Source: an optimization exercise on an open RTL-to-GDS flow (aim: small area and a short achievable clock period). Production flows keep margins and buffers that such runs may drop.
In this exercise RTL edits were held to simulation tests only and were not proved equivalent to the original.
Power figures rest on the tool's default switching activity, not on a simulated workload.

File: flow/flow/run.sh
#!/bin/bash
# The standard layout (the standard.sh, unchanged synthesis), with the
# port buffers made of the smallest buffer instead of the default choice.
set -o pipefail
export BUFFER_PORTS_ARGS="-buffer_cell sky130_fd_sc_hd__buf_1"
bash standard.sh finish > standard_flow.log 2>&1
File: flow/standard.sh
#!/bin/bash
# synth_recipe.tcl (not shown) runs the flow's synth.tcl, then flattens the netlist and writes it again
# the make line also repeats each setting of config.mk as NAME=value (left out here)
make -C /OpenROAD-flow-scripts/flow DESIGN_CONFIG=/design/flow/config.mk WORK_HOME=/design/flow/orfs CLKGATE_MAP_FILE= SYNTH_SCRIPT=/design/flow/synth_recipe.tcl "${@:-finish}"
File: flow/config.mk
export PLATFORM = sky130hd
export DESIGN_NAME = cim_mac_tree
export DESIGN_NICKNAME = cim_mac_tree
export VERILOG_FILES = /design/flow/design.v
export SDC_FILE = /design/flow/constraint.sdc
export NUM_CORES = 4
export LEC_CHECK = 0
export ABC_AREA = 1
export CAP_MARGIN = 20
export CORE_MARGIN = 2
export CORE_UTILIZATION = 60
export CTS_BUF_LIST = sky130_fd_sc_hd__clkbuf_4 sky130_fd_sc_hd__clkbuf_8
export SETUP_SLACK_MARGIN = 4.5
export SLEW_MARGIN = 20
export SYNTH_HIERARCHICAL = 1
File: flow/constraint.sdc
create_clock -name core_clock -period 8.0 [get_ports {clk}]
set_input_delay 1.6000 -clock core_clock [delete_from_list [all_inputs] [get_ports {clk}]]
set_output_delay 1.6000 -clock core_clock [all_outputs]
set_load 0.01 [all_outputs]
File: flow/design.v
module adder_1bit ( 
    input  a,
    input  b,
    input  cin,
    output sum,
    output cout
);
    assign sum  = a ^ b ^ cin;
    assign cout = (a & b) | (b & cin) | (a & cin);
endmodule
module cim_mac_tree (
    input         clk,
    input         rst_n,
    input         mac_en,
    input  [7:0]  col_mux,
    input  [15:0] data_in,
    input  [7:0]  bank0,  bank1,  bank2,  bank3,
                  bank4,  bank5,  bank6,  bank7,
                  bank8,  bank9,  bank10, bank11,
                  bank12, bank13, bank14, bank15,
    output [11:0] sum
);
    wire [15:0] en  = data_in & {16{mac_en}};
    wire [7:0]  col = col_mux & {8{~mac_en}};
    wire g0_0 = ~((bank0[0] & en[0]) | (|(bank0 & col)));
    wire g0_1 = ~(bank0[1] & en[0]);
    wire g0_2 = ~(bank0[2] & en[0]);
    wire g0_3 = ~(bank0[3] & en[0]);
    wire g0_4 = ~(bank0[4] & en[0]);
    wire g0_5 = ~(bank0[5] & en[0]);
    wire g0_6 = ~(bank0[6] & en[0]);
    wire g0_7 = ~(bank0[7] & en[0]);
    wire g1_0 = ~((bank1[0] & en[1]) | (|(bank1 & col)));
    wire g1_1 = ~(bank1[1] & en[1]);
    wire g1_2 = ~(bank1[2] & en[1]);
    wire g1_3 = ~(bank1[3] & en[1]);
    wire g1_4 = ~(bank1[4] & en[1]);
    wire g1_5 = ~(bank1[5] & en[1]);
    wire g1_6 = ~(bank1[6] & en[1]);
    wire g1_7 = ~(bank1[7] & en[1]);
    wire g2_0 = ~((bank2[0] & en[2]) | (|(bank2 & col)));
    wire g2_1 = ~(bank2[1] & en[2]);
    wire g2_2 = ~(bank2[2] & en[2]);
    wire g2_3 = ~(bank2[3] & en[2]);
    wire g2_4 = ~(bank2[4] & en[2]);
    wire g2_5 = ~(bank2[5] & en[2]);
    wire g2_6 = ~(bank2[6] & en[2]);
    wire g2_7 = ~(bank2[7] & en[2]);
    wire g3_0 = ~((bank3[0] & en[3]) | (|(bank3 & col)));
    wire g3_1 = ~(bank3[1] & en[3]);
    wire g3_2 = ~(bank3[2] & en[3]);
    wire g3_3 = ~(bank3[3] & en[3]);
    wire g3_4 = ~(bank3[4] & en[3]);
    wire g3_5 = ~(bank3[5] & en[3]);
    wire g3_6 = ~(bank3[6] & en[3]);
    wire g3_7 = ~(bank3[7] & en[3]);
    wire g4_0 = ~((bank4[0] & en[4]) | (|(bank4 & col)));
    wire g4_1 = ~(bank4[1] & en[4]);
    wire g4_2 = ~(bank4[2] & en[4]);
    wire g4_3 = ~(bank4[3] & en[4]);
    wire g4_4 = ~(bank4[4] & en[4]);
    wire g4_5 = ~(bank4[5] & en[4]);
    wire g4_6 = ~(bank4[6] & en[4]);
    wire g4_7 = ~(bank4[7] & en[4]);
    wire g5_0 = ~((bank5[0] & en[5]) | (|(bank5 & col)));
    wire g5_1 = ~(bank5[1] & en[5]);
    wire g5_2 = ~(bank5[2] & en[5]);
    wire g5_3 = ~(bank5[3] & en[5]);
    wire g5_4 = ~(bank5[4] & en[5]);
    wire g5_5 = ~(bank5[5] & en[5]);
    wire g5_6 = ~(bank5[6] & en[5]);
    wire g5_7 = ~(bank5[7] & en[5]);
    wire g6_0 = ~((bank6[0] & en[6]) | (|(bank6 & col)));
    wire g6_1 = ~(bank6[1] & en[6]);
    wire g6_2 = ~(bank6[2] & en[6]);
    wire g6_3 = ~(bank6[3] & en[6]);
    wire g6_4 = ~(bank6[4] & en[6]);
    wire g6_5 = ~(bank6[5] & en[6]);
    wire g6_6 = ~(bank6[6] & en[6]);
    wire g6_7 = ~(bank6[7] & en[6]);
    wire g7_0 = ~((bank7[0] & en[7]) | (|(bank7 & col)));
    wire g7_1 = ~(bank7[1] & en[7]);
    wire g7_2 = ~(bank7[2] & en[7]);
    wire g7_3 = ~(bank7[3] & en[7]);
    wire g7_4 = ~(bank7[4] & en[7]);
    wire g7_5 = ~(bank7[5] & en[7]);
    wire g7_6 = ~(bank7[6] & en[7]);
    wire g7_7 = ~(bank7[7] & en[7]);
    wire g8_0 = ~((bank8[0] & en[8]) | (|(bank8 & col)));
    wire g8_1 = ~(bank8[1] & en[8]);
    wire g8_2 = ~(bank8[2] & en[8]);
    wire g8_3 = ~(bank8[3] & en[8]);
    wire g8_4 = ~(bank8[4] & en[8]);
    wire g8_5 = ~(bank8[5] & en[8]);
    wire g8_6 = ~(bank8[6] & en[8]);
    wire g8_7 = ~(bank8[7] & en[8]);
    wire g9_0 = ~((bank9[0] & en[9]) | (|(bank9 & col)));
    wire g9_1 = ~(bank9[1] & en[9]);
    wire g9_2 = ~(bank9[2] & en[9]);
    wire g9_3 = ~(bank9[3] & en[9]);
    wire g9_4 = ~(bank9[4] & en[9]);
    wire g9_5 = ~(bank9[5] & en[9]);
    wire g9_6 = ~(bank9[6] & en[9]);
    wire g9_7 = ~(bank9[7] & en[9]);
    wire g10_0 = ~((bank10[0] & en[10]) | (|(bank10 & col)));
    wire g10_1 = ~(bank10[1] & en[10]);
    wire g10_2 = ~(bank10[2] & en[10]);
    wire g10_3 = ~(bank10[3] & en[10]);
    wire g10_4 = ~(bank10[4] & en[10]);
    wire g10_5 = ~(bank10[5] & en[10]);
    wire g10_6 = ~(bank10[6] & en[10]);
    wire g10_7 = ~(bank10[7] & en[10]);
    wire g11_0 = ~((bank11[0] & en[11]) | (|(bank11 & col)));
    wire g11_1 = ~(bank11[1] & en[11]);
    wire g11_2 = ~(bank11[2] & en[11]);
    wire g11_3 = ~(bank11[3] & en[11]);
    wire g11_4 = ~(bank11[4] & en[11]);
    wire g11_5 = ~(bank11[5] & en[11]);
    wire g11_6 = ~(bank11[6] & en[11]);
    wire g11_7 = ~(bank11[7] & en[11]);
    wire g12_0 = ~((bank12[0] & en[12]) | (|(bank12 & col)));
    wire g12_1 = ~(bank12[1] & en[12]);
    wire g12_2 = ~(bank12[2] & en[12]);
    wire g12_3 = ~(bank12[3] & en[12]);
    wire g12_4 = ~(bank12[4] & en[12]);
    wire g12_5 = ~(bank12[5] & en[12]);
    wire g12_6 = ~(bank12[6] & en[12]);
    wire g12_7 = ~(bank12[7] & en[12]);
    wire g13_0 = ~((bank13[0] & en[13]) | (|(bank13 & col)));
    wire g13_1 = ~(bank13[1] & en[13]);
    wire g13_2 = ~(bank13[2] & en[13]);
    wire g13_3 = ~(bank13[3] & en[13]);
    wire g13_4 = ~(bank13[4] & en[13]);
    wire g13_5 = ~(bank13[5] & en[13]);
    wire g13_6 = ~(bank13[6] & en[13]);
    wire g13_7 = ~(bank13[7] & en[13]);
    wire g14_0 = ~((bank14[0] & en[14]) | (|(bank14 & col)));
    wire g14_1 = ~(bank14[1] & en[14]);
    wire g14_2 = ~(bank14[2] & en[14]);
    wire g14_3 = ~(bank14[3] & en[14]);
    wire g14_4 = ~(bank14[4] & en[14]);
    wire g14_5 = ~(bank14[5] & en[14]);
    wire g14_6 = ~(bank14[6] & en[14]);
    wire g14_7 = ~(bank14[7] & en[14]);
    wire g15_0 = ~((bank15[0] & en[15]) | (|(bank15 & col)));
    wire g15_1 = ~(bank15[1] & en[15]);
    wire g15_2 = ~(bank15[2] & en[15]);
    wire g15_3 = ~(bank15[3] & en[15]);
    wire g15_4 = ~(bank15[4] & en[15]);
    wire g15_5 = ~(bank15[5] & en[15]);
    wire g15_6 = ~(bank15[6] & en[15]);
    wire g15_7 = ~(bank15[7] & en[15]);
    wire s1, c2;
    wire s3, c4;
    wire s5, c6;
    wire s7, c8;
    wire s9, c10;
    wire s11, c12;
    wire s13, c14;
    wire s15, c16;
    wire s17, c18;
    wire s19, c20;
    wire s21, c22;
    wire s23, c24;
    wire s25, c26;
    wire s27, c28;
    wire s29, c30;
    wire s31, c32;
    wire s33, c34;
    wire s35, c36;
    wire s37, c38;
    wire s39, c40;
    wire s41, c42;
    wire s43, c44;
    wire s45, c46;
    wire s47, c48;
    wire s49, c50;
    wire s51, c52;
    wire s53, c54;
    wire s55, c56;
    wire s57, c58;
    wire s59, c60;
    wire s61, c62;
    wire s63, c64;
    wire s65, c66;
    wire s67, c68;
    wire s69, c70;
    wire s71, c72;
    wire s73, c74;
    wire s75, c76;
    wire s77, c78;
    wire s79, c80;
    wire s81, c82;
    wire s83, c84;
    wire s85, c86;
    wire s87, c88;
    wire s89, c90;
    wire s91, c92;
    wire s93, c94;
    wire s95, c96;
    wire s97, c98;
    wire s99, c100;
    wire s101, c102;
    wire s103, c104;
    wire s105, c106;
    wire s107, c108;
    wire s109, c110;
    wire s111, c112;
    wire s113, c114;
    wire s115, c116;
    wire s117, c118;
    wire s119, c120;
    wire s121, c122;
    wire s123, c124;
    wire s125, c126;
    wire s127, c128;
    wire s129, c130;
    wire s131, c132;
    wire s133, c134;
    wire s135, c136;
    wire s137, c138;
    wire s139, c140;
    wire s141, c142;
    wire s143, c144;
    wire s145, c146;
    wire s147, c148;
    wire s149, c150;
    wire s151, c152;
    wire s153, c154;
    wire s155, c156;
    wire s157, c158;
    wire s159, c160;
    wire s161, c162;
    wire s163, c164;
    wire s165, c166;
    wire s167, c168;
    wire s169, c170;
    wire s171, c172;
    wire s173, c174;
    wire s175, c176;
    wire s177, c178;
    wire s179, c180;
    wire s181, c182;
    wire s183, c184;
    wire s185, c186;
    wire s187, c188;
    wire s189, c190;
    wire s191, c192;
    wire s193, c194;
    wire s195, c196;
    wire s197, c198;
    wire s199, c200;
    wire s201, c202;
    wire s203, c204;
    wire s205, c206;
    wire s207, c208;
    wire s209, c210;
    wire s211, c212;
    wire s213, c214;
    wire s215, c216;
    wire s217, c218;
    adder_1bit u_s1 (.a(g0_0), .b(g1_0), .cin(g2_0), .sum(s1), .cout(c2));
    adder_1bit u_s3 (.a(g3_0), .b(g4_0), .cin(g5_0), .sum(s3), .cout(c4));
    adder_1bit u_s5 (.a(g6_0), .b(g7_0), .cin(g8_0), .sum(s5), .cout(c6));
    adder_1bit u_s7 (.a(g9_0), .b(g10_0), .cin(g11_0), .sum(s7), .cout(c8));
    adder_1bit u_s9 (.a(g12_0), .b(g13_0), .cin(g14_0), .sum(s9), .cout(c10));
    adder_1bit u_s11 (.a(g15_0), .b(s1), .cin(s3), .sum(s11), .cout(c12));
    adder_1bit u_s13 (.a(s5), .b(s7), .cin(s9), .sum(s13), .cout(c14));
    adder_1bit u_s15 (.a(g0_1), .b(g1_1), .cin(g2_1), .sum(s15), .cout(c16));
    adder_1bit u_s17 (.a(g3_1), .b(g4_1), .cin(g5_1), .sum(s17), .cout(c18));
    adder_1bit u_s19 (.a(g6_1), .b(g7_1), .cin(g8_1), .sum(s19), .cout(c20));
    adder_1bit u_s21 (.a(g9_1), .b(g10_1), .cin(g11_1), .sum(s21), .cout(c22));
    adder_1bit u_s23 (.a(g12_1), .b(g13_1), .cin(g14_1), .sum(s23), .cout(c24));
    adder_1bit u_s25 (.a(g15_1), .b(s15), .cin(s17), .sum(s25), .cout(c26));
    adder_1bit u_s27 (.a(s19), .b(s21), .cin(s23), .sum(s27), .cout(c28));
    adder_1bit u_s29 (.a(s25), .b(s27), .cin(c2), .sum(s29), .cout(c30));
    adder_1bit u_s31 (.a(c4), .b(c6), .cin(c8), .sum(s31), .cout(c32));
    adder_1bit u_s33 (.a(g0_2), .b(g1_2), .cin(g2_2), .sum(s33), .cout(c34));
    adder_1bit u_s35 (.a(g3_2), .b(g4_2), .cin(g5_2), .sum(s35), .cout(c36));
    adder_1bit u_s37 (.a(g6_2), .b(g7_2), .cin(g8_2), .sum(s37), .cout(c38));
    adder_1bit u_s39 (.a(g9_2), .b(g10_2), .cin(g11_2), .sum(s39), .cout(c40));
    adder_1bit u_s41 (.a(g12_2), .b(g13_2), .cin(g14_2), .sum(s41), .cout(c42));
    adder_1bit u_s43 (.a(g15_2), .b(c16), .cin(c18), .sum(s43), .cout(c44));
    adder_1bit u_s45 (.a(c20), .b(c22), .cin(c24), .sum(s45), .cout(c46));
    adder_1bit u_s47 (.a(s33), .b(s35), .cin(s37), .sum(s47), .cout(c48));
    adder_1bit u_s49 (.a(s39), .b(s41), .cin(c26), .sum(s49), .cout(c50));
    adder_1bit u_s51 (.a(c28), .b(s43), .cin(s45), .sum(s51), .cout(c52));
    adder_1bit u_s53 (.a(g0_3), .b(g1_3), .cin(g2_3), .sum(s53), .cout(c54));
    adder_1bit u_s55 (.a(g3_3), .b(g4_3), .cin(g5_3), .sum(s55), .cout(c56));
    adder_1bit u_s57 (.a(g6_3), .b(g7_3), .cin(g8_3), .sum(s57), .cout(c58));
    adder_1bit u_s59 (.a(g9_3), .b(g10_3), .cin(g11_3), .sum(s59), .cout(c60));
    adder_1bit u_s61 (.a(g12_3), .b(g13_3), .cin(g14_3), .sum(s61), .cout(c62));
    adder_1bit u_s63 (.a(g15_3), .b(c34), .cin(c36), .sum(s63), .cout(c64));
    adder_1bit u_s65 (.a(c38), .b(c40), .cin(c42), .sum(s65), .cout(c66));
    adder_1bit u_s67 (.a(s53), .b(s55), .cin(s57), .sum(s67), .cout(c68));
    adder_1bit u_s69 (.a(s59), .b(s61), .cin(c44), .sum(s69), .cout(c70));
    adder_1bit u_s71 (.a(c46), .b(c48), .cin(s63), .sum(s71), .cout(c72));
    adder_1bit u_s73 (.a(g0_4), .b(g1_4), .cin(g2_4), .sum(s73), .cout(c74));
    adder_1bit u_s75 (.a(g3_4), .b(g4_4), .cin(g5_4), .sum(s75), .cout(c76));
    adder_1bit u_s77 (.a(g6_4), .b(g7_4), .cin(g8_4), .sum(s77), .cout(c78));
    adder_1bit u_s79 (.a(g9_4), .b(g10_4), .cin(g11_4), .sum(s79), .cout(c80));
    adder_1bit u_s81 (.a(g12_4), .b(g13_4), .cin(g14_4), .sum(s81), .cout(c82));
    adder_1bit u_s83 (.a(g15_4), .b(c54), .cin(c56), .sum(s83), .cout(c84));
    adder_1bit u_s85 (.a(c58), .b(c60), .cin(c62), .sum(s85), .cout(c86));
    adder_1bit u_s87 (.a(s73), .b(s75), .cin(s77), .sum(s87), .cout(c88));
    adder_1bit u_s89 (.a(s79), .b(s81), .cin(c64), .sum(s89), .cout(c90));
    adder_1bit u_s91 (.a(c66), .b(c68), .cin(s83), .sum(s91), .cout(c92));
    adder_1bit u_s93 (.a(g0_5), .b(g1_5), .cin(g2_5), .sum(s93), .cout(c94));
    adder_1bit u_s95 (.a(g3_5), .b(g4_5), .cin(g5_5), .sum(s95), .cout(c96));
    adder_1bit u_s97 (.a(g6_5), .b(g7_5), .cin(g8_5), .sum(s97), .cout(c98));
    adder_1bit u_s99 (.a(g9_5), .b(g10_5), .cin(g11_5), .sum(s99), .cout(c100));
    adder_1bit u_s101 (.a(g12_5), .b(g13_5), .cin(g14_5), .sum(s101), .cout(c102));
    adder_1bit u_s103 (.a(g15_5), .b(c74), .cin(c76), .sum(s103), .cout(c104));
    adder_1bit u_s105 (.a(c78), .b(c80), .cin(c82), .sum(s105), .cout(c106));
    adder_1bit u_s107 (.a(s93), .b(s95), .cin(s97), .sum(s107), .cout(c108));
    adder_1bit u_s109 (.a(s99), .b(s101), .cin(c84), .sum(s109), .cout(c110));
    adder_1bit u_s111 (.a(c86), .b(c88), .cin(s103), .sum(s111), .cout(c112));
    adder_1bit u_s113 (.a(g0_6), .b(g1_6), .cin(g2_6), .sum(s113), .cout(c114));
    adder_1bit u_s115 (.a(g3_6), .b(g4_6), .cin(g5_6), .sum(s115), .cout(c116));
    adder_1bit u_s117 (.a(g6_6), .b(g7_6), .cin(g8_6), .sum(s117), .cout(c118));
    adder_1bit u_s119 (.a(g9_6), .b(g10_6), .cin(g11_6), .sum(s119), .cout(c120));
    adder_1bit u_s121 (.a(g12_6), .b(g13_6), .cin(g14_6), .sum(s121), .cout(c122));
    adder_1bit u_s123 (.a(g15_6), .b(c94), .cin(c96), .sum(s123), .cout(c124));
    adder_1bit u_s125 (.a(c98), .b(c100), .cin(c102), .sum(s125), .cout(c126));
    adder_1bit u_s127 (.a(s113), .b(s115), .cin(s117), .sum(s127), .cout(c128));
    adder_1bit u_s129 (.a(s119), .b(s121), .cin(c104), .sum(s129), .cout(c130));
    adder_1bit u_s131 (.a(c106), .b(c108), .cin(s123), .sum(s131), .cout(c132));
    adder_1bit u_s133 (.a(g0_7), .b(g1_7), .cin(g2_7), .sum(s133), .cout(c134));
    adder_1bit u_s135 (.a(g3_7), .b(g4_7), .cin(g5_7), .sum(s135), .cout(c136));
    adder_1bit u_s137 (.a(g6_7), .b(g7_7), .cin(g8_7), .sum(s137), .cout(c138));
    adder_1bit u_s139 (.a(g9_7), .b(g10_7), .cin(g11_7), .sum(s139), .cout(c140));
    adder_1bit u_s141 (.a(g12_7), .b(g13_7), .cin(g14_7), .sum(s141), .cout(c142));
    adder_1bit u_s143 (.a(g15_7), .b(c114), .cin(c116), .sum(s143), .cout(c144));
    adder_1bit u_s145 (.a(c118), .b(c120), .cin(c122), .sum(s145), .cout(c146));
    adder_1bit u_s147 (.a(s133), .b(s135), .cin(s137), .sum(s147), .cout(c148));
    adder_1bit u_s149 (.a(s139), .b(s141), .cin(c124), .sum(s149), .cout(c150));
    adder_1bit u_s151 (.a(c126), .b(c128), .cin(s143), .sum(s151), .cout(c152));
    adder_1bit u_s153 (.a(c134), .b(c136), .cin(c138), .sum(s153), .cout(c154));
    adder_1bit u_s155 (.a(c140), .b(c142), .cin(c144), .sum(s155), .cout(c156));
    adder_1bit u_s157 (.a(c146), .b(c148), .cin(s153), .sum(s157), .cout(c158));
    reg  [48:0] r1;
    wire [48:0] d1 = {c158, c156, c154, s157, s155, c152, c150, s151, s149, c132, c130, s147, s145, s131, s129, c112, c110, s127, s125, s111, s109, c92, c90, s107, s105, s91, s89, c72, c70, s87, s85, s71, s69, c52, c50, s67, s65, c32, c30, s51, s49, s47, s31, s29, c14, c12, c10, s13, s11};
    adder_1bit u_s159 (.a(r1[2]), .b(r1[3]), .cin(r1[4]), .sum(s159), .cout(c160));
    adder_1bit u_s161 (.a(r1[5]), .b(r1[6]), .cin(s159), .sum(s161), .cout(c162));
    adder_1bit u_s163 (.a(r1[7]), .b(r1[8]), .cin(r1[9]), .sum(s163), .cout(c164));
    adder_1bit u_s165 (.a(r1[10]), .b(r1[11]), .cin(c160), .sum(s165), .cout(c166));
    adder_1bit u_s167 (.a(s163), .b(c162), .cin(s165), .sum(s167), .cout(c168));
    adder_1bit u_s169 (.a(r1[12]), .b(r1[13]), .cin(r1[14]), .sum(s169), .cout(c170));
    adder_1bit u_s171 (.a(r1[15]), .b(r1[16]), .cin(r1[17]), .sum(s171), .cout(c172));
    adder_1bit u_s173 (.a(c164), .b(s169), .cin(s171), .sum(s173), .cout(c174));
    adder_1bit u_s175 (.a(c166), .b(s173), .cin(c168), .sum(s175), .cout(c176));
    adder_1bit u_s177 (.a(r1[18]), .b(r1[19]), .cin(r1[20]), .sum(s177), .cout(c178));
    adder_1bit u_s179 (.a(r1[21]), .b(r1[22]), .cin(r1[23]), .sum(s179), .cout(c180));
    adder_1bit u_s181 (.a(c170), .b(c172), .cin(s177), .sum(s181), .cout(c182));
    adder_1bit u_s183 (.a(s179), .b(c174), .cin(s181), .sum(s183), .cout(c184));
    adder_1bit u_s185 (.a(r1[24]), .b(r1[25]), .cin(r1[26]), .sum(s185), .cout(c186));
    adder_1bit u_s187 (.a(r1[27]), .b(r1[28]), .cin(r1[29]), .sum(s187), .cout(c188));
    adder_1bit u_s189 (.a(c178), .b(c180), .cin(s185), .sum(s189), .cout(c190));
    adder_1bit u_s191 (.a(s187), .b(c182), .cin(s189), .sum(s191), .cout(c192));
    adder_1bit u_s193 (.a(r1[30]), .b(r1[31]), .cin(r1[32]), .sum(s193), .cout(c194));
    adder_1bit u_s195 (.a(r1[33]), .b(r1[34]), .cin(r1[35]), .sum(s195), .cout(c196));
    adder_1bit u_s197 (.a(c186), .b(c188), .cin(s193), .sum(s197), .cout(c198));
    adder_1bit u_s199 (.a(s195), .b(c190), .cin(s197), .sum(s199), .cout(c200));
    adder_1bit u_s201 (.a(r1[36]), .b(r1[37]), .cin(r1[38]), .sum(s201), .cout(c202));
    adder_1bit u_s203 (.a(r1[39]), .b(r1[40]), .cin(r1[41]), .sum(s203), .cout(c204));
    adder_1bit u_s205 (.a(c194), .b(c196), .cin(s201), .sum(s205), .cout(c206));
    adder_1bit u_s207 (.a(s203), .b(c198), .cin(s205), .sum(s207), .cout(c208));
    adder_1bit u_s209 (.a(r1[42]), .b(r1[43]), .cin(r1[44]), .sum(s209), .cout(c210));
    adder_1bit u_s211 (.a(r1[45]), .b(c202), .cin(c204), .sum(s211), .cout(c212));
    adder_1bit u_s213 (.a(s209), .b(c206), .cin(s211), .sum(s213), .cout(c214));
    adder_1bit u_s215 (.a(r1[46]), .b(r1[47]), .cin(r1[48]), .sum(s215), .cout(c216));
    adder_1bit u_s217 (.a(c210), .b(s215), .cin(c212), .sum(s217), .cout(c218));
    wire [11:0] rowA = {1'b1, c216, c214, c208, c200, c192, c184, s183, s175, s167, s161, r1[0]};
    wire [11:0] rowB = {1'b1, c218, s217, s213, s207, s199, s191, c176, 1'b1, 1'b1, 1'b1, r1[1]};
    wire [11:0] tot = ~(rowA + rowB + 12'd1);
    reg  [11:0] s2;
    wire [11:0] s2sum = s2;
    reg first, valid;
    always @(posedge clk or negedge rst_n) begin
        if (!rst_n) begin
            first <= 1'b1;
            valid <= 1'b0;
        end else begin
            first <= 1'b0;
            valid <= ~first;
        end
    end
    always @(posedge clk) begin
        r1 <= d1;
        s2 <= tot;
    end
    assign sum = s2sum & {12{valid}};
endmodule
==> results of run 1 <==
flip-flops by register name (all words and copies together) (netlist names):
signal and cells:
valid 1, first 1, s2 12, r1 49
cells in the mapped netlist:
| library cell | instances |
|---|---|
| a21oi_1 | 5 |
| buf_2 | 5 |
| buf_6 | 5 |
| clkbuf_1 | 1 |
| conb_1 | 1 |
| dfrtp_1 | 1 |
| dfstp_2 | 1 |
| dfxtp_1 | 61 |
| fa_1 | 109 |
| ha_1 | 9 |
| inv_1 | 43 |
| inv_2 | 10 |
| nand2_1 | 302 |
| nand3_1 | 39 |
| nand3b_1 | 1 |
| nor2_1 | 13 |
| nor2_4 | 3 |
| nor3_1 | 5 |
| nor3_2 | 12 |
| o21ai_0 | 8 |
| o21ai_1 | 8 |
| o21bai_1 | 1 |
| xnor2_1 | 2 |
| xor2_1 | 3 |
worst reg2reg max path, delay by kind of cell, from the launching register on:
family | cells | cell delay, ns
and+or+nand+nor | 7 | 0.68
buffers and inverters | 1 | 0.05
DFF | 1 | 0.41
adders and majority gates | 5 | 2.07
cell families (layout without fill, tap and decap cells):
logic type,count (synthesis),in the layout,share of synthesized area [%]
XOR/XNOR,5,5,0.7856
flip-flops,63,63,22.82
buffers and inverters,64,246,5.094
adder cells (fa/ha/maj),118,118,41.16
AO/OA/AOI/OAI,22,22,2.020
other,1,1,0.06726
AND/OR/NAND/NOR,375,375,28.05
cell type report:
class                           count  share of cell area [%]
Clock inverter                      5                  0.5176
Inverter                           53                   3.457
Clock buffer                       11                   2.052
Tap cell                          111                   2.052
Sequential cell                    63                   18.80
Multi-Input combinational cell    521                   61.29
Timing Repair Buffer              177                   11.83
metrics by stage:
stage	cells	cell area, µm²
floorplan	648	5655
global placement	915	6327
detailed placement	916	6347
CTS	937	6635
global route	941	6769
finish	941	6769
worst max path at each step:
stage | endpoint | from | slack, ns
after floorplan | r1[5]$_DFF_P_ | mac_en | 4.43
after global placement | r1[0]$_DFF_P_ | mac_en | 3.42
after detailed placement | r1[0]$_DFF_P_ | mac_en | 3.69
after CTS | r1[5]$_DFF_P_ | mac_en | 4.51
after global routing | r1[23]$_DFF_P_ | mac_en | 4.50
final | r1[5]$_DFF_P_ | mac_en | 4.52
power by group through the flow:
stage | sequential (µW) | clock, µW | combinational (µW)
6_report | 466 | 254 | 1420
5_1_grt | 472 | 267 | 1520
4_1_cts | 466 | 255 | 1350
3_5_place_dp | 473 | 0 | 1310
3_3_place_gp | 467 | 0 | 1150
2_1_floorplan | 454 | 0 | 921
Yosys stat by module, one instance, submodules excluded:
module | times used | area, µm²
cim_mac_tree | 1 | 3393
adder_1bit | 109 | 20.02
per-layer routing:
layer / vias up / routed length [µm] / track usage (%)
li1: 2332 / - / -
met2: 389 / 9729 / 70.93
met5: - / 0 / 0
met4: 0 / 982 / 16.54
met3: 88 / 1673 / 6.964
met1: 2605 / 7296 / 50.91
cell usage in the layout (no fill, tap or decap), types with 9 or more instances in the layout:
cell type,netlist,final
buf_1,0,165
clkbuf_8,0,9
dfxtp_1,61,61
fa_1,109,88
fa_2,0,21
ha_1,9,9
inv_1,43,37
inv_4,0,14
nand2_1,302,290
nand2_2,0,11
nand3_1,39,39
nor3_2,12,13
timing repair:
item,in CTS,in global routing
setup endpoints to repair,28,20
cloned,1,2
pin swaps,2,6
setup buffers,4,2
gates resized for setup,22,22
==> metrics.md, run 1 <==
| Metric | Value |
|---|---|
| Sw Ratio | `between 50% and 60%` |
| Register Area | `around 1300 µm²` |
| Area contributors post-synth | `fa_1 (39%), dfxtp_1 (22%), nand2_1 (20%), nand3_1 (3.5%), inv_1 (2.9%)` |
| Minimum clock period | `approximately 3.5 ns` |
| Ant. Diodes | `0` |
| Number of filler cells placed in the layout | `676` |
| Total iterations of the first detailed-routing run | `8` |
| Max Cap Viol | `0` |
| Vias | `~5400` |
| Worst r2r path cells | `13` |
| Most used cell, CP | `fa_1` |
| Reg-to-reg endpoint | `s2[8]$_DFF_P_` |
| Share of cells above drive strength 1 | `11.93%` |
| CP Class | `input pin to flop` |
| Mapped cell area | `around 5600 µm²` |
| CP max stage delay | `between 0.6 and 0.7 ns` |
| P&R area growth vs syn | `21.41%` |
| CTS H-tree depth | `3` |
| Int Pwr | `around 1100 µW` |
| Status | `no timing/DRC/antenna violations` |
| PnR worst setup slack | `~4.5 ns` |
| Clock Sinks | `63` |
| FF+latch count, synth | `63` |
| Seq/Total Area, Yosys | `between 20% and 30%` |
| Net switching power | `~1100 µW` |
| FP Rows | `35` |
| Total wire length | `just under 20000 µm` |
| Largest net degree at the start of global routing | `17` |
| Hold WS | `between 0.4 and 0.5 ns` |
| Initial Util | `slightly above 60%` |
| Static Leak | `between 0.002 and 0.003 µW` |
| Nets | `~1100` |
| Cts-stage hold buffer count | `0` |
| Final Hold Viols | `0` |
| Core ar. | `around 9000 µm²` |
| Ys Warns | `7` |
| Clock share of power | `11.9%` |
| CTS tree | `done` |
| Max FO, Critical Path | `8` |
| Critical Path, Cell by Cell | `buf_6, clkbuf_16, nand2_1, inv_4, nand2_2, fa_1, fa_2, fa_1` |
| Routed Antenna Nets | `0` |
| Delay-heaviest family, CP | `adder cells` |
| Multi-input logic area | `roughly 4100 µm²` |
| Initial DRC Count | `about 450` |
| Via/cell ratio | `5.753` |
| Max IR drop VDD | `roughly 0.00023 V` |
| Hold Path Class | `flop to flop` |
| Combinational power share | `between 60% and 70%` |
| I/O pin count | `approximately 170` |
| Netlist cell types | `24` |
| Setup Skew | `about 0.012 ns` |
| Routability cong. | `1.065` |
| CP max stage cell | `fa_2` |
| Hold Crit Start | `first$_DFF_PN1_` |
| Final period util | `between 40 and 50%` |
| GRT Util Overall | `between 40% and 50%` |
| Root buf cell | `clkbuf_8` |
| Clock latency on the worst-skew pair | `0.35 ns` |
| Hold path depth | `1` |
| R2r setup slk | `~4.7 ns` |
| Max Slew Vio Count | `0` |
| Achievable clock frequency | `about 290 MHz` |
| Die area | `a little over 10000 µm²` |
| Die Width | `roughly 100 µm` |
| CP required | `approximately 8.2 ns` |
| Worst Setup Start Kind | `input pin` |
| Synth Net Count | `between 900 and 1000` |
| Clock Pin Slew Worst Setup and Hold Paths | `approximately 0.080 ns` |
| Synth Instances | `648` |
| HPWL after detailed placement | `~16000 µm` |
| Reg2reg start | `r1[4]$_DFF_P_` |
| Final TNS setup | `0 ns` |
| Sequential share of power | `between 20 and 25%` |
| Final core utilization | `74.31%` |
| Post-DR wirelength/cell | `around 21 µm` |
| Initial antenna violation count | `0` |
| Crit path depth | `8` |
| Residual DRC | `0` |
| Clock buffer count from CTS | `9` |
| CP endpoint kind | `flop` |
| Place WS | `3.687 ns` |
| Number of buffers and inverters on the critical path | `3` |
| Area leader, netlist | `fa_1` |
| RSZ-0062 raised after global routing | `no` |
| First-pass GRT wire length | `~30000 µm` |
| Crit path DAT | `~3.7 ns` |
| Post-synth top area share | `between 30% and 40%` |
| Hold EP | `valid$_DFF_PN0_` |
| Setup violators final | `0` |
| Die span in y | `100.4 µm` |
| PwrDens | `roughly 320 nW/µm²` |
| Port bufs | `between 150 and 200` |
| Tot Pwr | `2135 µW` |
| Vias in the first global route | `between 5000 and 6000` |
| Average size of a mapped cell | `around 8.6 µm²` |
| Grt total ovfl | `0` |
| CTS max path bufs | `2` |
==> run 2, diff against run 1 <==
--- a/flow/config.mk
+++ b/flow/config.mk
@@ -7,3 +7,2 @@
 export LEC_CHECK = 0
-export ABC_AREA = 1
 export CAP_MARGIN = 20
@@ -12,2 +11,3 @@
 export CTS_BUF_LIST = sky130_fd_sc_hd__clkbuf_4 sky130_fd_sc_hd__clkbuf_8
+export PLACE_DENSITY = 0.75
 export SETUP_SLACK_MARGIN = 4.5
==> metrics.md, run 2 <==
| Metric | Value |
|---|---|
| Post-synth ARST share | `between 3 and 4%` |
| Sw Ratio | `43.88%` |
| CP max stage cell | `fa_1` |
| Via/cell ratio | `~6.3` |
| Layout Cells excl Fill | `~760` |
| Max Cap Viol | `0` |
| Share of cells above drive strength 1 | `~15%` |
| Number of filler cells placed in the layout | `approximately 590` |
| Area leader, netlist | `fa_1` |
| Vias | `roughly 4800` |
| Vias in the first global route | `5345` |
| Initial antenna violation count | `0` |
| CTS H-tree depth | `3` |
| PwrDens | `321.1 nW/µm²` |
| GRT Util Overall | `approximately two fifths` |
| Area contributors post-synth | `fa_1 (41%), dfxtp_1 (23%), nand2_1 (8.1%), a22oi_1 (4.7%), and2_1 (3.3%)` |
| Average size of a mapped cell | `10.57 µm²` |
| Commonest cells after routing, fill and taps aside | `buf_1 (165), nand2_1 (102), fa_1 (81)` |
| Initial DRC Count | `398` |
| Final Hold Viols | `0` |
| Critical Path, Cell by Cell | `buf_12, nor2b_1, buf_4, a222oi_1, and4_1, fa_1, fa_1` |
| CTS max path bufs | `2` |
| Achievable clock frequency | `around 290 MHz` |
| Flip-flop count of the largest register, all copies and words added | `49` |
| Routability cong. | `~1.1` |
| Hold Path Class | `flop to flop` |
| CP max stage delay | `around 0.47 ns` |
| Core ar. | `around 8600 µm²` |
| Netlist cell types | `40` |
| Minimum clock period | `3.491 ns` |
| Combinational power share | `around 65%` |
| Clock Pin Slew Worst Setup and Hold Paths | `around 0.07 ns` |
| I/O pin count | `between 150 and 200` |
| RSZ-0062 raised after global routing | `no` |
| Routed Antenna Nets | `0` |
| Hold WS | `0.4360 ns` |
| Static Leak | `0.002049 µW` |
| Post-DP Area | `6126 µm²` |
| Initial Util | `61.55%` |
| Final TNS setup | `0 ns` |
| Total wire length | `~19000 µm` |
| R2r setup slk | `around 4.6 ns` |
| Post-synth top area share | `41.05%` |
| Post-synth top flop | `dfxtp_1` |
| Die span in y | `98.12 µm` |
| CP Class | `input pin to flop` |
| Setup Skew | `approximately 0.012 ns` |
| Mapped cell area | `~5300 µm²` |
| Synth Net Count | `776` |
| Final period util | `between 40% and 50%` |
| Post-DR wirelength/cell | `~25 µm` |
| Final core utilization | `74.22%` |
| Largest Register | `r1` |
| Largest net degree at the start of global routing | `25` |
| Top flop regs | `r1 x49, s2 x12` |
| Seq/Total Area, Yosys | `between 20% and 30%` |
| Total iterations of the first detailed-routing run | `13` |
| Inst Count DP | `~750` |
| First-pass GRT wire length | `28340 µm` |
| Nets | `roughly 920` |
| CTS tree | `done` |
| EDFF count, synth | `0` |
| Clock share of power | `approximately 12%` |
| Clock buffer count from CTS | `9` |
| Worst Setup Start Kind | `input pin` |
| Synth Instances | `a little over 500` |
| CP required | `between 8 and 9 ns` |
| HPWL after detailed placement | `between 15000 and 20000 µm` |
| P&R area growth vs syn | `20.60%` |
| Most numerous cell in the Yosys netlist | `nand2_1` |
| Grt total ovfl | `0` |
| Number of buffers and inverters on the critical path | `2` |
| Post-route cell area | `approximately 6400 µm²` |
| Die Width | `between 90 and 100 µm` |
| Residual DRC | `0` |
| Ant. Diodes | `0` |
| Multi-input logic area | `slightly above 4000 µm²` |
| Register Area | `~1300 µm²` |
| Crit path DAT | `approximately 3.7 ns` |
| Net switching power | `between 900 and 1000 µW` |
| Max Slew Vio Count | `0` |
| Most used cell, CP | `fa_1` |
| Clock Sinks | `63` |
| Setup violators final | `0` |
| Root buf cell | `clkbuf_8` |
| Synth cell count leaders | `nand2_1 (115), fa_1 (109), dfxtp_1 (61)` |
| Ys Warns | `7` |
| Delay-heaviest family, CP | `adder cells` |
| Max IR drop VDD | `0.0003042 V` |
| CP endpoint kind | `flop` |
| Max FO, Critical Path | `24` |
| Port bufs | `166` |
| Int Pwr | `1155 µW` |
| FP Rows | `34` |
| Sequential share of power | `between 20 and 25%` |
| Cts-stage hold buffer count | `0` |
| Most common cell after layout, fill and taps aside | `buf_1` |
| FF+latch count, synth | `63` |
| Status | `no timing/DRC/antenna violations` |
| Clock latency on the worst-skew pair | `0.36 ns` |
| Die area | `around 9600 µm²` |
-- run 2: cell count changes in the layout (fill, tap and decap cells not counted), moves of 8 or more --
cell / before / now
nand2_1: 290 / 102
and2_4: 0 / 9
and2_1: 0 / 13
a211oi_2: 0 / 11
inv_4: 14 / 0
a22o_1: 0 / 14
nor3_2: 13 / 0
nor2_4: 8 / 0
inv_1: 37 / 5
a22oi_1: 0 / 32
nand3_1: 39 / 15
-- run 2: worst paths after layout --
path / start / end / depth (start not counted)
max: mac_en / r1[1]$_DFF_P_ / 7
min: first$_DFF_PN1_ / valid$_DFF_PN0_ / 1
max reg2reg: r1[2]$_DFF_P_ / s2[11]$_DFF_P_ / 8
min reg2reg: first$_DFF_PN1_ / valid$_DFF_PN0_ / 1
max in group asynchronous: rst_n / first$_DFF_PN1_ / 1
min in group asynchronous: rst_n / valid$_DFF_PN0_ / 1
-- run 2: worst register-to-register path, cell delays in order (launching register included) --
cell and delay, ns:
dfxtp_1 0.32, fa_1 0.46, fa_1 0.48, fa_2 0.37
fa_1 0.55, or4b_4 0.55, a221oi_4 0.31, o21ai_1 0.12
a21oi_1 0.18
-- run 2: area by class of cell --
cell class / instances / share of cell area, %
multi-input combinational: 401 / 64.40
sequential: 63 / 19.85
timing repair buffer: 171 / 10.62
clock buffer: 12 / 2.381
tap: 108 / 2.108
clock inverter: 4 / 0.3514
inverter: 5 / 0.2928
-- run 2: routing by layer --
| metal | vias up | global-route usage (%) | wire [µm] |
|---|---|---|---|
| met5 | - | 0 | 0 |
| met4 | 0 | 26.39 | 1449 |
| met3 | 121 | 10.45 | 2206 |
| met2 | 436 | 67.81 | 9099 |
| met1 | 2307 | 46.14 | 6283 |
| li1 | 1981 | - | - |
-- run 2: modules after synthesis, one instance, submodules excluded --
module	flip-flops and latches	area [µm²]
adder_1bit	0	20.02
cim_mac_tree	63	3133
-- run 2: stage by stage --
stage / worst slack [ns] / total power, µW
2_1_floorplan: 4.304 / 1364
6_report: 4.509 / 2058
5_1_grt: 4.485 / 2205
4_1_cts: 4.504 / 1960
3_5_place_dp: 3.488 / 1681
3_3_place_gp: 3.366 / 1587
-- run 2: cells by family (layout without fill, tap and decap cells) --
family          after synthesis  in the layout  synth area share, %
buf+inv                      39            192                2.896
mux                           2              2               0.3767
flops                        63             63                23.94
xor+xnor                      8              8                1.318
simple gates                177            177                15.30
fa+ha+maj                   118            118                43.17
compound gates               95             95                12.92
other cells                   1              1              0.07055
-- run 2: repair_timing --
action                     in CTS  in global routing
gates cloned                    0                  0
resized for setup              29                 10
setup endpoints to repair      47                  7
setup buffers                   0                  1
pin swaps                       2                  5
-- run 2: power by group through the flow --
stage	combinational (µW)	sequential (µW)	clock (µW)
global route	1470	469	267
global placement	1120	464	0
floorplan	911	453	0
detailed placement	1210	469	0
finish	1340	462	251
CTS	1250	462	252
==> run 3, diff against run 2 <==
--- a/flow/config.mk
+++ b/flow/config.mk
@@ -11,3 +11,3 @@
 export CTS_BUF_LIST = sky130_fd_sc_hd__clkbuf_4 sky130_fd_sc_hd__clkbuf_8
-export PLACE_DENSITY = 0.75
+export GPL_ROUTABILITY_DRIVEN = 0
 export SETUP_SLACK_MARGIN = 4.5
==> metrics.md, run 3 <==
| Metric | Value |
|---|---|
| HPWL after detailed placement | `between 10000 and 15000 µm` |
| Ys Warns | `7` |
| CTS max path bufs | `2` |
| Netlist cell types | `40` |
| Top flop regs | `r1 x49, s2 x12` |
| Layout Cells excl Fill | `~760` |
| Crit path DAT | `between 3 and 4 ns` |
| Most common cell after layout, fill and taps aside | `buf_1` |
| GRT Util Overall | `between 30% and 40%` |
| Max Slew Vio Count | `0` |
| FP Rows | `34` |
| Mapped cell area | `approximately 5300 µm²` |
| Die area | `a little under 10000 µm²` |
| RSZ-0062 raised after global routing | `no` |
| Port bufs | `roughly 170` |
| Minimum clock period | `between 3 and 4 ns` |
| Clock Sinks | `63` |
| Hold Crit Start | `first$_DFF_PN1_` |
| PwrDens | `~300 nW/µm²` |
| FF+latch count, synth | `63` |
| Total wire length | `between 15000 and 20000 µm` |
| Largest net degree at the start of global routing | `25` |
| Status | `no timing/DRC/antenna violations` |
| Max IR drop VDD | `about 0.0002 V` |
| CTS tree | `done` |
| Hold Path Class | `flop to flop` |
| Compound-cell area share of the yosys netlist | `between 10% and 20%` |
| Max FO, Critical Path | `24` |
| Post-synth top area share | `about two fifths` |
| Post-DR wirelength/cell | `between 20 and 25 µm` |
| Largest Register | `r1` |
| Die Width | `98.12 µm` |
| Nets | `921` |
| Total iterations of the first detailed-routing run | `6` |
| I/O pin count | `167` |
| EDFF count, synth | `0` |
| Share of cells above drive strength 1 | `between 10% and 20%` |
| First-pass GRT wire length | `around 26000 µm` |
| Post-synth ARST share | `3.175%` |
| Vias | `4698` |
| R2r setup slk | `roughly 4.6 ns` |
| Synth Area in Simple Gates | `approximately 15%` |
| Setup Skew | `0.008612 ns` |
| Number of filler cells placed in the layout | `643` |
| Commonest cells after routing, fill and taps aside | `buf_1 (165), nand2_1 (102), fa_1 (84)` |
| Synth Net Count | `776` |
| Initial Util | `61.55%` |
| Core ar. | `8636 µm²` |
| Final Hold Viols | `0` |
| CP required | `slightly above 8 ns` |
| Synth Instances | `between 500 and 600` |
| Average size of a mapped cell | `10.57 µm²` |
| Initial antenna violation count | `0` |
| Die span in y | `slightly below 100 µm` |
| Initial DRC Count | `roughly 440` |
| Vias in the first global route | `roughly 5100` |
| Flip-flop count of the largest register, all copies and words added | `49` |
| Post-DP Area | `between 6000 and 7000 µm²` |
| Reg-to-reg endpoint | `s2[11]$_DFF_P_` |
| Seq/Total Area, Yosys | `between 20% and 30%` |
| Worst r2r path cells | `8` |
| CP Class | `input pin to flop` |
| CTS H-tree depth | `3` |
| Setup violators final | `0` |
| Area contributors post-synth | `fa_1 (41%), dfxtp_1 (23%), nand2_1 (8.1%), a22oi_1 (4.7%), and2_1 (3.3%)` |
| Clock latency on the worst-skew pair | `approximately 0.35 ns` |
| Hold EP | `valid$_DFF_PN0_` |
| Residual DRC | `0` |
| Post-route cell area | `between 6000 and 7000 µm²` |
| Post-Synth XOR/XNOR Area | `1.318%` |
| Final TNS setup | `0 ns` |
| Inst Count DP | `~750` |
| Hold path depth | `1` |
| Adder-Cell Fraction of Synth Area | `roughly 43%` |
| Post-synth top flop | `dfxtp_1` |
| Multiplexer share of the synthesized area | `less than 1%` |
| Achievable clock frequency | `approximately 290 MHz` |
| Reg2reg start | `r1[3]$_DFF_P_` |
| CP endpoint kind | `flop` |
| Final period util | `between 40% and 50%` |
| Most numerous cell in the Yosys netlist | `nand2_1` |
| Static Leak | `between 0.002 and 0.0025 µW` |
| Ant. Diodes | `0` |
| Max Cap Viol | `0` |
| Root buf cell | `clkbuf_8` |
| Grt total ovfl | `0` |
| Via/cell ratio | `a little over 6` |
| Clock buffer count from CTS | `9` |
| P&R area growth vs syn | `19.82%` |
| Worst Setup Start Kind | `input pin` |
| Clock Pin Slew Worst Setup and Hold Paths | `~0.070 ns` |
| Synth cell count leaders | `nand2_1 (115), fa_1 (109), dfxtp_1 (61)` |
| Area leader, netlist | `fa_1` |
| Combinational family with the most area after synthesis | `adder cells` |
| Routed Antenna Nets | `0` |
-- run 3: cell type report --
cell class	instances	area [µm²]	share of cell area [%]
multi-input combinational	401	4114	64.60
inverter	5	18.77	0.2947
timing repair buffer	168	654.4	10.28
sequential	63	1272	19.98
tap	108	135.1	2.122
clock buffer	11	138.9	2.181
clock inverter	5	35.03	0.5501
-- run 3: cell families (layout without fill, tap and decap cells) --
family / count (synthesis) / count (layout)
mux: 2 / 2
fa+ha+maj: 118 / 118
other cells: 1 / 1
flops: 63 / 63
buf+inv: 39 / 189
simple gates: 177 / 177
xor+xnor: 8 / 8
compound gates: 95 / 95
-- run 3: Yosys stat by module, one instance, submodules excluded --
module	area [µm²]	cells
cim_mac_tree	3133	394
adder_1bit	20.02	1
-- run 3: how the worst max path moves through the flow --
stage,startpoint,end,slack [ns]
5_1_grt,r1[3]$_DFF_P_,s2[11]$_DFF_P_,4.50
3_3_place_gp,mac_en,r1[1]$_DFF_P_,3.47
4_1_cts,mac_en,r1[1]$_DFF_P_,4.52
2_1_floorplan,mac_en,r1[5]$_DFF_P_,4.30
3_5_place_dp,mac_en,r1[1]$_DFF_P_,3.38
6_report,mac_en,r1[5]$_DFF_P_,4.55
-- run 3: what timing repair did --
action                                 4_1_cts  5_1_grt
resized for setup                           33        5
setup endpoints to repair                   48        8
pin swaps                                    0        2
endpoints found under the hold margin        0        0
hold buffers                                 0        0
buffers inserted                             0        0
-- run 3: report_power, final --
group	switching, µW	internal [µW]
Combinational	633	547
Clock	128	119
Sequential	39.7	421
Total	801	1090
-- run 3: critical path: stages --
cell and delay (ns):
buf_12 0.15, and2_2 0.28, nand2_1 0.11, fa_1 0.50, fa_1 0.58, fa_1 0.44
-- run 3: metrics by stage --
stage / hold slack (ns) / power (µW) / utilization, % / setup slack (ns)
finish: 0.4361 / 1887 / 73.75 / 4.547
global route: 0.4603 / 2058 / 73.75 / 4.502
CTS: 0.4441 / 1886 / 73.47 / 4.521
detailed placement: 0.4249 / 1635 / 70.79 / 3.382
global placement: 0.4122 / 1597 / 70.73 / 3.473
floorplan: 0.4051 / 1364 / - / 4.304
-- run 3: per-layer routing --
layer | vias to the layer above | track usage [%] | wire length, µm
li1 | 1975 | - | -
met1 | 2197 | 42.84 | 5698
met2 | 412 | 61.43 | 7947
met3 | 114 | 10.95 | 2015
met4 | 0 | 19.98 | 1283
met5 | - | 0 | 0
==> run 4, diff against run 3 <==
--- a/flow/config.mk
+++ b/flow/config.mk
@@ -12,2 +12,3 @@
 export GPL_ROUTABILITY_DRIVEN = 0
+export GPL_TIMING_DRIVEN = 0
 export SETUP_SLACK_MARGIN = 4.5
==> metrics.md, run 4 <==
| Metric | Value |
|---|---|
| Nets | `between 900 and 1000` |
| CP required | `approximately 8.2 ns` |
| Clock Pin Slew Worst Setup and Hold Paths | `~0.080 ns` |
| Most numerous cell in the Yosys netlist | `nand2_1` |
| Vias in the first global route | `approximately 5300` |
| CTS max path bufs | `2` |
| Hold Path Class | `flop to flop` |
| CTS tree | `done` |
| Post-synth top area share | `approximately two fifths` |
| Max Cap Viol | `0` |
| P&R area growth vs syn | `35.31%` |
| CP endpoint kind | `flop` |
| Total iterations of the first detailed-routing run | `6` |
| Synth Instances | `503` |
| FP Rows | `34` |
| Area contributors post-synth | `fa_1 (41%), dfxtp_1 (23%), nand2_1 (8.1%), a22oi_1 (4.7%), and2_1 (3.3%)` |
| CP Class | `input pin to flop` |
| Worst Setup Start Kind | `input pin` |
| Achievable clock frequency | `276.7 MHz` |
| Clock Sinks | `63` |
| Synth Net Count | `approximately 780` |
| I/O pin count | `between 150 and 200` |
| Clock buffer count from CTS | `9` |
| Die Width | `98.12 µm` |
| First-pass GRT wire length | `roughly 27000 µm` |
| Synth cell count leaders | `nand2_1 (115), fa_1 (109), dfxtp_1 (61)` |
| Share of cells above drive strength 1 | `a little over a quarter` |
| Tot Pwr | `between 2000 and 2500 µW` |
| Hold WS | `roughly 0.44 ns` |
| Via/cell ratio | `6.186` |
| Initial antenna violation count | `1` |
| Synth Area in Simple Gates | `between 15 and 20%` |
| Largest Register | `r1` |
| Crit path DAT | `3.83 ns` |
| Top flop regs | `r1 x49, s2 x12` |
| Post-DR wirelength/cell | `22.30 µm` |
| Root buf cell | `clkbuf_8` |
| Global-route met2 utilization | `a little under two thirds` |
| Max Slew Vio Count | `0` |
| Commonest cells after routing, fill and taps aside | `buf_1 (165), nand2_1 (82), fa_1 (70)` |
| Met3 Use GR | `roughly 11%` |
| Final period util | `between 40% and 50%` |
| Initial Util | `around three fifths` |
| Max IR drop VDD | `0.0002747 V` |
| Grt met1 use | `a little over two fifths` |
| FF+latch count, synth | `63` |
| Setup Skew | `roughly 0.011 ns` |
| Area leader, netlist | `fa_1` |
| Netlist cell types | `40` |
| Mapped cell area | `around 5300 µm²` |
| Seq/Total Area, Yosys | `a little under a quarter` |
| Max FO, Critical Path | `5` |
| CTS H-tree depth | `3` |
| Ys Warns | `7` |
| Minimum clock period | `3.614 ns` |
| Total wire length | `around 18000 µm` |
| Compound-cell area share of the yosys netlist | `between 10% and 20%` |
| Static Leak | `between 0.002 and 0.0025 µW` |
| Final core utilization | `between 80% and 90%` |
| Die span in y | `98.12 µm` |
| EDFF count, synth | `0` |
| Post-Synth XOR/XNOR Area | `around 1.3%` |
| Grt total ovfl | `0` |
| Clock latency on the worst-skew pair | `approximately 0.33 ns` |
| Post-synth top flop | `dfxtp_1` |
| Routed Antenna Nets | `0` |
| Initial DRC Count | `just under 500` |
| Most common cell after layout, fill and taps aside | `buf_1` |
| Multiplexer share of the synthesized area | `0.3766%` |
| Adder-Cell Fraction of Synth Area | `43.17%` |
| RSZ-0062 raised after global routing | `yes` |
| Final TNS setup | `0 ns` |
| PwrDens | `282.5 nW/µm²` |
| Vias | `5023` |
| Port bufs | `around 170` |
| Final Hold Viols | `0` |
| HPWL after detailed placement | `14580 µm` |
| GRT Util Overall | `between 30% and 40%` |
| Setup violators final | `0` |
| Cts-stage hold buffer count | `0` |
| Post-synth ARST share | `about 3.2%` |
| Place WS | `3.663 ns` |
| Ant. Diodes | `0` |
| GRT busiest layer | `met2` |
| Combinational family with the most area after synthesis | `adder cells` |
| Average size of a mapped cell | `about 11 µm²` |
| Largest net degree at the start of global routing | `13` |
| Flip-flop count of the largest register, all copies and words added | `between 40 and 50` |
| Status | `no timing/DRC/antenna violations` |
| Core ar. | `around 8600 µm²` |
| Die area | `slightly below 10000 µm²` |
| PnR worst setup slack | `approximately 4.4 ns` |
| Residual DRC | `0` |
run 4: timing repair:
item	4_1_cts	5_1_grt
setup endpoints to repair	36	22
gates resized for setup	88	64
pin swaps	26	35
gates cloned	2	0
setup buffers	7	10
endpoints found under the hold margin	0	0
run 4: Yosys stat by module (local to each module, per instance):
module | flip-flops and latches | area [µm²] | copies in the design
adder_1bit | 0 | 20.02 | 109
cim_mac_tree | 63 | 3133 | 1
run 4: logic make-up (layout without fill, tap and decap cells):
logic type / Yosys count / count (layout)
xor+xnor: 8 / 8
buf+inv: 39 / 240
simple gates: 177 / 177
fa+ha+maj: 118 / 118
compound gates: 95 / 95
mux: 2 / 2
flops: 63 / 63
other cells: 1 / 1
run 4: per-layer routing:
layer,up-vias,share of wire [%]
met5,-,0.072
met1,2331,32
met2,476,47
met4,2,7.4
li1,2082,-
met3,132,13
run 4: stage by stage:
step	std cells	instance area (µm²)
after floorplan	503	5587
after global placement	777	6345
after detailed placement	777	6345
after CTS	802	6949
after global routing	812	7192
final	812	7192
run 4: where the power goes:
part           internal, µW  leakage (µW)  switching (µW)
Combinational           604       0.00179             688
Clock                   153     0.0000989             132
Sequential              420      0.000530            33.3
Total                  1180       0.00242             854
run 4: final cells by class:
| type | instances | area, µm² |
|---|---|---|
| clock buffer | 10 | 137.6 |
| sequential | 63 | 1272 |
| buffer | 34 | 407.9 |
| fill | 502 | 1444 |
| multi-input combinational | 401 | 4303 |
| timing repair buffer | 185 | 849.6 |
| clock inverter | 6 | 67.56 |
| tap | 108 | 135.1 |
| inverter | 5 | 18.77 |
run 4: path summary, 6_finish.rpt:
check,from,endpoint,slack (ns),depth (start not counted)
max,mac_en,r1[5]$_DFF_P_,4.39,8
min,first$_DFF_PN1_,valid$_DFF_PN0_,0.44,1
max reg2reg,r1[2]$_DFF_P_,s2[11]$_DFF_P_,4.65,8
min reg2reg,first$_DFF_PN1_,valid$_DFF_PN0_,0.44,1
max in group asynchronous,rst_n,first$_DFF_PN1_,6.76,1
min in group asynchronous,rst_n,valid$_DFF_PN0_,1.04,1
run 4: critical path: stages:
cell,delay (ns)
buf_8,0.08
bufbuf_16,0.25
and2_4,0.14
buf_8,0.11
nand2_2,0.06
fa_1,0.59
fa_2,0.51
fa_1,0.49
==> run 5, diff against run 4 <==
--- a/flow/config.mk
+++ b/flow/config.mk
@@ -12,4 +12,3 @@
 export GPL_ROUTABILITY_DRIVEN = 0
-export GPL_TIMING_DRIVEN = 0
-export SETUP_SLACK_MARGIN = 4.5
+export SETUP_SLACK_MARGIN = 4.6
 export SLEW_MARGIN = 20
==> metrics.md, run 5 <==
| Metric | Value |
|---|---|
| Ys Warns | `7` |
| Setup violators final | `0` |
| Routed Antenna Nets | `0` |
| CTS tree | `done` |
| Die span in y | `98.12 µm` |
| First-pass GRT wire length | `between 20000 and 30000 µm` |
| Status | `no timing/DRC/antenna violations` |
| Hold WS | `~0.44 ns` |
| Largest Register | `r1` |
| Root buf cell | `clkbuf_8` |
| Average size of a mapped cell | `between 10 and 15 µm²` |
| Flip-flop count of the largest register, all copies and words added | `49` |
| Clock buffer count from CTS | `9` |
| Area contributors post-synth | `fa_1 (41%), dfxtp_1 (23%), nand2_1 (8.1%), a22oi_1 (4.7%), and2_1 (3.3%)` |
| Clock Sinks | `63` |
| Most common cell after layout, fill and taps aside | `buf_1` |
| Synth cell count leaders | `nand2_1 (115), fa_1 (109), dfxtp_1 (61)` |
| Worst Setup Start Kind | `input pin` |
| Static Leak | `between 0.002 and 0.0025 µW` |
| Hold Path Class | `flop to flop` |
| Top flop regs | `r1 x49, s2 x12` |
| PwrDens | `approximately 310 nW/µm²` |
| Post-Synth XOR/XNOR Area | `roughly 1.3%` |
| R2r setup slk | `4.69 ns` |
| Commonest cells after routing, fill and taps aside | `buf_1 (165), nand2_1 (97), fa_1 (73)` |
| Most numerous cell in the Yosys netlist | `nand2_1` |
| CP endpoint kind | `flop` |
| Cts-stage hold buffer count | `0` |
| Post-DR wirelength/cell | `about 22 µm` |
| CP Class | `input pin to flop` |
| Synth Net Count | `a little under 800` |
| Synth Area in Simple Gates | `roughly 15%` |
| Minimum clock period | `3.372 ns` |
| Adder-Cell Fraction of Synth Area | `roughly 43%` |
| Via/cell ratio | `~6.1` |
| Clock Pin Slew Worst Setup and Hold Paths | `approximately 0.080 ns` |
| Vias | `roughly 4600` |
| Post-synth top flop | `dfxtp_1` |
| Netlist cell types | `40` |
| Post-synth top area share | `slightly above 40%` |
| Max IR drop VDD | `~0.00021 V` |
| Final period util | `a little over two fifths` |
| P&R area growth vs syn | `22.90%` |
| Clock latency on the worst-skew pair | `0.34 ns` |
| FP Rows | `34` |
| Multiplexer share of the synthesized area | `less than 1%` |
| HPWL after detailed placement | `around 14000 µm` |
| Multi-input logic area | `around 4200 µm²` |
| Initial Util | `about three fifths` |
| Synth Instances | `503` |
| Compound-cell area share of the yosys netlist | `approximately an eighth` |
| Die Width | `a little under 100 µm` |
| Setup Skew | `around 0.011 ns` |
| Initial antenna violation count | `0` |
| GRT Util Overall | `37.09%` |
| EDFF count, synth | `0` |
| Final Hold Viols | `0` |
| Ant. Diodes | `0` |
| Total iterations of the first detailed-routing run | `7` |
| Vias in the first global route | `5039` |
| Total wire length | `around 17000 µm` |
| Crit path DAT | `about 3.6 ns` |
| Die area | `9628 µm²` |
| Post-synth ARST share | `around 3.2%` |
| Residual DRC | `0` |
| Largest net degree at the start of global routing | `25` |
| FF+latch count, synth | `63` |
| Grt total ovfl | `0` |
| Nets | `between 900 and 1000` |
| Initial DRC Count | `roughly 390` |
| CTS max path bufs | `2` |
| Max FO, Critical Path | `16` |
| Final TNS setup | `0 ns` |
| Register Area | `1272 µm²` |
| RSZ-0062 raised after global routing | `yes` |
| Max Cap Viol | `0` |
| Number of filler cells placed in the layout | `around 640` |
| Area leader, netlist | `fa_1` |
| Combinational family with the most area after synthesis | `adder cells` |
| Max Slew Vio Count | `0` |
| Mapped cell area | `around 5300 µm²` |
| I/O pin count | `167` |
| Share of cells above drive strength 1 | `17.58%` |
| Core ar. | `8636 µm²` |
| Achievable clock frequency | `296.6 MHz` |
| Seq/Total Area, Yosys | `between 20% and 30%` |
| CP required | `8.22 ns` |
| CTS H-tree depth | `3` |
| Port bufs | `166` |
[run 5: cell counts after synthesis]
No cell type changed its count.
[run 5: power by group]
part	switching, µW	internal [µW]
combinational	691	589
clock	132	178
sequential	39.5	421
total	862	1190
[run 5: kinds of logic after synthesis]
family | Yosys count
buffers and inverters | 39
AO/OA/AOI/OAI | 95
adder cells (fa/ha/maj) | 118
other | 1
multiplexers | 2
XOR/XNOR | 8
flip-flops | 63
AND/OR/NAND/NOR | 177
[run 5: final cells by class]
| class | instances | area share, % |
|---|---|---|
| Timing Repair Buffer | 169 | 10.57 |
| Tap cell | 108 | 2.069 |
| Clock inverter | 6 | 1.283 |
| Inverter | 5 | 0.2873 |
| Multi-Input combinational cell | 401 | 64.30 |
| Clock buffer | 10 | 2.011 |
| Sequential cell | 63 | 19.48 |
[run 5: final timing paths]
kind | startpoint | endpoint | cells past startpoint
worst max-delay path | mac_en | r1[1]$_DFF_P_ | 6
worst min-delay path | first$_DFF_PN1_ | valid$_DFF_PN0_ | 1
worst min register to register | first$_DFF_PN1_ | valid$_DFF_PN0_ | 1
max in group asynchronous | rst_n | first$_DFF_PN1_ | 1
min in group asynchronous | rst_n | valid$_DFF_PN0_ | 1
worst max register to register | r1[3]$_DFF_P_ | s2[11]$_DFF_P_ | 8
[run 5: critical path, stage by stage]
cell and delay [ns]:
clkbuf_16 0.16, nor2b_4 0.41, a22oi_1 0.17, and4_1 0.25, fa_1 0.51, fa_1 0.48
[run 5: per-stage QoR]
step	cell area (µm²)	utilization, %	worst slack [ns]	cells	power (µW)
after floorplan	5634	-	4.304	503	1367
after global placement	6143	71.14	3.382	744	1603
after detailed placement	6146	71.17	3.306	744	1664
after CTS	6464	74.85	4.615	760	1984
after global routing	6533	75.64	4.584	762	2213
final	6533	75.64	4.628	762	2050
[run 5: metal layers]
metal	vias up	track usage (%)	share of wire (%)
met1	2175	44.03	35
met2	361	64.91	49
li1	1979	-	-
met3	97	8.876	11
met4	0	15.28	5.4
met5	-	0	0
[run 5: what timing repair did]
item / CTS / global route
cloned: 0 / 1
gates resized for setup: 47 / 6
setup endpoints to repair: 48 / 12
pin swaps: 3 / 7
setup buffers: 0 / 1
[run 5: modules after synthesis (local to each module, per instance)]
module / cells inside / flip-flops and latches / copies in the design
adder_1bit: 1 / 0 / 109
cim_mac_tree: 394 / 63 / 1
==> run 6, diff against run 5 <==
--- a/flow/config.mk
+++ b/flow/config.mk
@@ -11,4 +11,3 @@
 export CTS_BUF_LIST = sky130_fd_sc_hd__clkbuf_4 sky130_fd_sc_hd__clkbuf_8
-export GPL_ROUTABILITY_DRIVEN = 0
-export SETUP_SLACK_MARGIN = 4.6
+export SETUP_SLACK_MARGIN = 4.3
 export SLEW_MARGIN = 20
==> metrics.md, run 6 <==
| Metric | Value |
|---|---|
| Vias in the first global route | `roughly 5200` |
| GRT Util Overall | `between 30% and 40%` |
| Port bufs | `~170` |
| Die area | `~9600 µm²` |
| Commonest cells after routing, fill and taps aside | `buf_1 (165), nand2_1 (112), fa_1 (109)` |
| Core ar. | `between 8000 and 9000 µm²` |
| CP endpoint kind | `flop` |
| Setup Skew | `0.01314 ns` |
| Most used cell, CP | `fa_1` |
| PnR worst setup slack | `4.358 ns` |
| Residual DRC | `0` |
| Share of cells above drive strength 1 | `7.034%` |
| Seq/Total Area, Yosys | `23.94%` |
| CTS H-tree depth | `3` |
| FP Rows | `34` |
| Place WS | `between 3 and 4 ns` |
| CP Class | `input pin to flop` |
| RSZ-0062 raised after global routing | `no` |
| Clock Sinks | `63` |
| EDFF count, synth | `0` |
| Post-synth top flop | `dfxtp_1` |
| Hold Path Class | `flop to flop` |
| Inst Count DP | `about 750` |
| Grt total ovfl | `0` |
| Max IR drop VDD | `roughly 0.00021 V` |
| Setup violators final | `0` |
| Final TNS setup | `0 ns` |
| Achievable clock frequency | `274.6 MHz` |
| Routed Antenna Nets | `0` |
| Area contributors post-synth | `fa_1 (41%), dfxtp_1 (23%), nand2_1 (8.1%), a22oi_1 (4.7%), and2_1 (3.3%)` |
| Static Leak | `slightly above 0.002 µW` |
| Synth Instances | `503` |
| P&R area growth vs syn | `17.49%` |
| Status | `no timing/DRC/antenna violations` |
| CP max stage delay | `between 0.5 and 0.6 ns` |
| Tot Pwr | `between 2000 and 2500 µW` |
| Initial DRC Count | `433` |
| Worst Setup Start Kind | `input pin` |
| Flip-flop count of the largest register, all copies and words added | `between 40 and 50` |
| Final Hold Viols | `0` |
| Clock latency on the worst-skew pair | `between 0.3 and 0.4 ns` |
| Most common cell after layout, fill and taps aside | `buf_1` |
| Synth Net Count | `about 780` |
| PwrDens | `324.9 nW/µm²` |
| CP required | `just over 8 ns` |
| HPWL after detailed placement | `approximately 15000 µm` |
| CTS max path bufs | `2` |
| Die span in y | `98.12 µm` |
| Routability cong. | `between 1 and 1.5` |
| Mapped cell area | `approximately 5300 µm²` |
| Synth cell count leaders | `nand2_1 (115), fa_1 (109), dfxtp_1 (61)` |
| I/O pin count | `between 150 and 200` |
| Hold WS | `between 0.4 and 0.5 ns` |
| Clock Pin Slew Worst Setup and Hold Paths | `approximately 0.080 ns` |
| Initial Util | `roughly three fifths` |
| CTS tree | `done` |
| Total iterations of the first detailed-routing run | `5` |
| Cts-stage hold buffer count | `0` |
| Via/cell ratio | `about 6.2` |
| Final period util | `between 40% and 50%` |
| Vias | `approximately 4700` |
| Area leader, netlist | `fa_1` |
| Average size of a mapped cell | `10.57 µm²` |
| Critical Path, Cell by Cell | `buf_4, and2_1, nand2_1, fa_1, fa_1, fa_1` |
| Most numerous cell in the Yosys netlist | `nand2_1` |
| Number of filler cells placed in the layout | `between 600 and 700` |
| Netlist cell types | `40` |
| First-pass GRT wire length | `27020 µm` |
| Post-synth top area share | `between 40% and 50%` |
| Nets | `922` |
| Ys Warns | `7` |
run 6: cell count changes in the layout (fill, tap and decap cells not counted), moves of 9 or more:
cell | previous run | this run
a211oi_1 | 1 | 14
a211oi_2 | 13 | 0
and2_2 | 1 | 10
and2_4 | 14 | 3
fa_1 | 73 | 109
fa_2 | 36 | 0
nand2_1 | 97 | 112
nand2_2 | 17 | 2
run 6: worst paths after layout:
kind / start / end / slack, ns / depth (start not counted)
min: first$_DFF_PN1_ / valid$_DFF_PN0_ / 0.44 / 1
max in group asynchronous: rst_n / first$_DFF_PN1_ / 6.80 / 1
min in group asynchronous: rst_n / valid$_DFF_PN0_ / 0.99 / 1
max: mac_en / r1[5]$_DFF_P_ / 4.36 / 6
max reg2reg: r1[3]$_DFF_P_ / s2[10]$_DFF_P_ / 4.50 / 8
min reg2reg: first$_DFF_PN1_ / valid$_DFF_PN0_ / 0.44 / 1
run 6: critical path: cells and delay by family:
family	cells	cell delay, ns
and+or+nand+nor	2	0.50
adders and majority gates	3	1.52
buffers and inverters	1	0.26
run 6: kinds of logic (layout without fill, tap and decap cells):
kind of cell | after synthesis | count (layout) | share of synthesized area (%)
muxes | 2 | 2 | 0.3767
other | 1 | 1 | 0.07055
and+or+nand+nor | 177 | 177 | 15.30
adders and majority gates | 118 | 118 | 43.17
DFF | 63 | 63 | 23.94
xor gates and xnor gates | 8 | 8 | 1.318
buffers and inverters | 39 | 190 | 2.896
AOI/OAI and AO/OA | 95 | 95 | 12.92
run 6: area by class of cell:
cell class              instances  area share (%)
inverters                       5          0.3005
multi-input cells             401           63.39
flip-flops and latches         63           20.38
clock buffers                  10           2.204
clock inverters                 6           1.162
well taps                     108           2.164
repair buffers                169           10.40
run 6: metal layers:
metal | global-route usage (%) | vias to the layer above | part of all wire (%)
li1 | - | 1979 | -
met1 | 43.97 | 2269 | 35
met2 | 66.33 | 352 | 50
met3 | 11.17 | 92 | 10
met4 | 18.59 | 2 | 5.3
met5 | 0 | - | 0.056
run 6: power breakdown:
part	internal, µW	leakage, µW	total (µW)	switching (µW)
sequential	421	0.000530	464	43.3
clock	157	0.000104	299	142
combinational	555	0.00138	1270	711
total	1130	0.00201	2030	897
run 6: repair_timing:
item	in CTS	in global routing
hold endpoints to repair	0	0
gates resized for setup	12	11
endpoints found under the setup margin	36	21
cloned	0	0
run 6: per-module statistics from Yosys, one instance, submodules excluded:
module        cell area, µm²  flip-flops and latches  cells  times used
adder_1bit             20.02                       0      1         109
cim_mac_tree            3133                      63    394           1
run 6: stage by stage:
step           instance area, µm²  util, %
4_1_cts                      6212    71.94
3_5_place_dp                 5983    69.28
2_1_floorplan                5433        -
6_report                     6245    72.31
3_3_place_gp                 5978    69.23
5_1_grt                      6245    72.31
